Background: an optimization exercise with open tools, aiming at small area. Do not read the settings as production practice.
Power figures rest on the tool's default switching activity, not on a simulated workload.

==> flow/design.v (excerpt) <==
module fixed_point_divider #(
    IN_WIDTH = 12,
    OUT_WIDTH = 12
) (
    input clk,
    input rst_n,
    input logic din_valid,
    input  logic signed [ IN_WIDTH-1:0] rs1,
    input  logic signed [ IN_WIDTH-1:0] rs2,
    output logic        [OUT_WIDTH-1:0] rd,
    output logic                        dout_valid
);
  logic [4:0] rlf;
  logic rdone;
  always_ff @(posedge clk or negedge rst_n) begin
    if (!rst_n) begin
      rlf <= '0;
      rdone <= 1'b0;
    end else begin
      rlf <= {rlf[3:0], ~(rlf[4] ^ rlf[2])};
      rdone <= rdone | (rlf == 5'b01101);
    end
  end
  assign dout_valid = rdone & (rd != 12'h7ff);
  wire [10:0] a = rs1[10:0];
  wire [10:0] b = rs2[10:0];
  wire [11:0] ma, mb;
  assign ma[0] = 1'b0;
  assign mb[0] = 1'b0;
  for (genvar i = 0; i < 11; i++) begin : g_neg
    assign ma[i+1] = ma[i] | (rs1[11] & a[i]);
    assign mb[i+1] = mb[i] | (rs2[11] & b[i]);
  end
  wire [10:0] A0 = a ^ ma[10:0];
  wire [10:0] B0 = b ^ mb[10:0];
  wire [10:0] nB0 = ~B0;
  wire sat = ({1'b0, A0[10:1]} >= B0);
  wire [11:0] s0_t = {1'b0, A0};
  wire [10:0] s0_g = ~s0_t[10:0] & ~nB0;
  wire [10:0] s0_p = ~(s0_t[10:0] ^ ~nB0);
  wire s0_G1_0 = s0_g[1] | (s0_p[1] & s0_g[0]);
  wire s0_G2_0 = s0_g[2] | (s0_p[2] & s0_G1_0);
  wire s0_G3_0 = s0_g[3] | (s0_p[3] & s0_G2_0);
  wire s0_G4_0 = s0_g[4] | (s0_p[4] & s0_G3_0);
  wire s0_G5_0 = s0_g[5] | (s0_p[5] & s0_G4_0);
  wire s0_G6_0 = s0_g[6] | (s0_p[6] & s0_G5_0);
  wire s0_G7_0 = s0_g[7] | (s0_p[7] & s0_G6_0);
  wire s0_G8_0 = s0_g[8] | (s0_p[8] & s0_G7_0);
  wire s0_G9_0 = s0_g[9] | (s0_p[9] & s0_G8_0);
  wire s0_G10_0 = s0_g[10] | (s0_p[10] & s0_G9_0);
  wire [11:0] s0_c = {s0_G10_0, s0_G9_0, s0_G8_0, s0_G7_0, s0_G6_0, s0_G5_0, s0_G4_0, s0_G3_0, s0_G2_0, s0_G1_0, s0_g[0], 1'b0};
  wire [11:0] s0_bw = s0_c;
  wire s0_q = s0_t[11] | ~s0_bw[11];
  wire [11:0] s0_cc = ~s0_bw;
  wire [10:0] s0_r = s0_q ? (s0_t[10:0] ^ nB0 ^ s0_cc[10:0]) : s0_t[10:0];
  wire [10:0] nB1 = nB0 | {11{sat | ~din_valid}};
  wire [0:0] q0 = s0_q & din_valid;
  logic [10:0] r_p1;
  logic [10:0] nB_p1;
  logic [0:0] q_p1;
  always_ff @(posedge clk) begin
    r_p1 <= ~s0_r;
    nB_p1 <= ~nB1;
    q_p1 <= q0;
  end
  wire [10:0] r_p1_n = ~r_p1;
  wire [10:0] nB_p1_n = ~nB_p1;
  ...
For scale: ~820 cells after synthesis, roughly 40 I/O pins, roughly 12,000 sq um of cells after synthesis.
clock: 10.0 ns
lec_check: 0
cap_margin: 20
core_margin: 2
core_utilization: 75
place_density: 0.85
slew_margin: 20
standard.sh (not shown) runs the stock make flow with config.mk's settings and CLKGATE_MAP_FILE= SYNTH_SCRIPT=/design/flow/synth_recipe.tcl, a recipe that flattens the netlist after the stock synthesis.
==> flow/flow/run.sh <==
#!/bin/bash
# Layout flow: the standard ORFS flow (standard.sh), with two changes to
# how the layout is built:
#  - ports are buffered with sky130_fd_sc_hd__buf_1 instead of the buffer
#    ORFS picks by itself (a 10 um2 clock-delay buffer);
#  - clock tree synthesis uses clkbuf_8 leaf clusters and no dummy loads.
# Everything else (synthesis, floorplan, power grid, placement, routing) is
# the standard flow.  The full output goes to flow.log in this folder; the
# per-step ORFS logs are under orfs/logs/.
set -euo pipefail
cd "$(dirname "$0")/.."
export BUFFER_PORTS_ARGS="-buffer_cell sky130_fd_sc_hd__buf_1"
export CTS_ARGS="-sink_clustering_enable -repair_clock_nets -dont_use_dummy_load -buf_list sky130_fd_sc_hd__clkbuf_8 -sink_clustering_size 22 -sink_clustering_max_diameter 40"
bash standard.sh > flow.log 2>&1
Next try:
--- a/flow/flow/run.sh
+++ b/flow/flow/run.sh
@@ -12,3 +12,3 @@
 export BUFFER_PORTS_ARGS="-buffer_cell sky130_fd_sc_hd__buf_1"
-export CTS_ARGS="-sink_clustering_enable -repair_clock_nets -dont_use_dummy_load -buf_list sky130_fd_sc_hd__clkbuf_8 -sink_clustering_size 22 -sink_clustering_max_diameter 40"
+export CTS_ARGS="-sink_clustering_enable -repair_clock_nets -dont_use_dummy_load -buf_list sky130_fd_sc_hd__clkbuf_16 -sink_clustering_size 36 -sink_clustering_max_diameter 60"
 bash standard.sh > flow.log 2>&1
Design area decreases slightly; sequential power barely changes; utilization decreases by 0.65 points; setup slack gains 0.015 ns; clock power decreases by a few percent; synthesized area stays the same; synthesized cell count is unchanged; wire length increases by a little under a tenth.
Next try:
--- a/flow/flow/run.sh
+++ b/flow/flow/run.sh
@@ -12,3 +12,3 @@
 export BUFFER_PORTS_ARGS="-buffer_cell sky130_fd_sc_hd__buf_1"
-export CTS_ARGS="-sink_clustering_enable -repair_clock_nets -dont_use_dummy_load -buf_list sky130_fd_sc_hd__clkbuf_16 -sink_clustering_size 36 -sink_clustering_max_diameter 60"
+export CTS_ARGS="-sink_clustering_enable -repair_clock_nets -dont_use_dummy_load -buf_list sky130_fd_sc_hd__clkbuf_16 -sink_clustering_size 30 -sink_clustering_max_diameter 50"
 bash standard.sh > flow.log 2>&1
Effect:
- global-route usage rose by 1.3 points
- core utilization rose by 1.4 points
- routed wire length rose by 8.3%
- power rose by 5.9%
Next try:
--- a/flow/flow/run.sh
+++ b/flow/flow/run.sh
@@ -12,3 +12,3 @@
 export BUFFER_PORTS_ARGS="-buffer_cell sky130_fd_sc_hd__buf_1"
-export CTS_ARGS="-sink_clustering_enable -repair_clock_nets -dont_use_dummy_load -buf_list sky130_fd_sc_hd__clkbuf_16 -sink_clustering_size 30 -sink_clustering_max_diameter 50"
+export CTS_ARGS="-sink_clustering_enable -repair_clock_nets -dont_use_dummy_load -buf_list sky130_fd_sc_hd__clkbuf_8 -sink_clustering_size 18 -sink_clustering_max_diameter 50"
 bash standard.sh > flow.log 2>&1
=> Clock power shrinks by a quarter to a third; synthesized cell count does not change; die area does not change; power shrinks by a little under a tenth.
Next try:
--- a/flow/flow/run.sh
+++ b/flow/flow/run.sh
@@ -12,3 +12,3 @@
 export BUFFER_PORTS_ARGS="-buffer_cell sky130_fd_sc_hd__buf_1"
-export CTS_ARGS="-sink_clustering_enable -repair_clock_nets -dont_use_dummy_load -buf_list sky130_fd_sc_hd__clkbuf_8 -sink_clustering_size 18 -sink_clustering_max_diameter 50"
+export CTS_ARGS="-sink_clustering_enable -repair_clock_nets -dont_use_dummy_load -buf_list sky130_fd_sc_hd__clkbuf_8 sky130_fd_sc_hd__clkbuf_16 -sink_clustering_size 30 -sink_clustering_max_diameter 50"
 bash standard.sh > flow.log 2>&1
The new run did not get past clock tree synthesis (4_1_cts) (STA-0564).
Area after synthesis does not change.
Synthesized cell count stays the same.
No run of this note included a check of the RTL's function; only the layout flow was run.

==> port drivers added, routing unchanged <==
Ports are ideal in the flow. The routed layouts listed here were re-timed in OpenROAD.
Step 1 sets driving cells, clkbuf_16 on the clock port and buf_2 on the other inputs (assumed; they add their load-dependent delay and slew).
Step 2, shift: input delay + t, output delay - t, t = (earliest + latest rising clock arrival at the registers) / 2. This alone moves slack from input paths to output paths.
Three values: no drivers, after step 1, after step 2; two values: the first two.
| run | shift t [ns] | setup slack, ns | hold slack, ns | slew at the worst register clock pin (ns) | worst slew at a driven data input, ns |
|---|---|---|---|---|---|
| the first run | 0.548 | 0.338 / 0.338 / 0.338 | 0.277 / 0.277 / 0.277 | 0.11 / 0.11 | 0.06 |
| the second run | 0.522 | 0.353 / 0.353 / 0.353 | 0.272 / 0.272 / 0.272 | 0.12 / 0.12 | 0.06 |
| the third run | 0.550 | 0.140 / 0.140 / 0.140 | 0.276 / 0.276 / 0.276 | 0.10 / 0.10 | 0.06 |
| the fourth run | 0.570 | 0.388 / 0.388 / 0.388 | 0.247 / 0.247 / 0.247 | 0.11 / 0.11 | 0.05 |
After both steps every run listed still meets setup and hold.
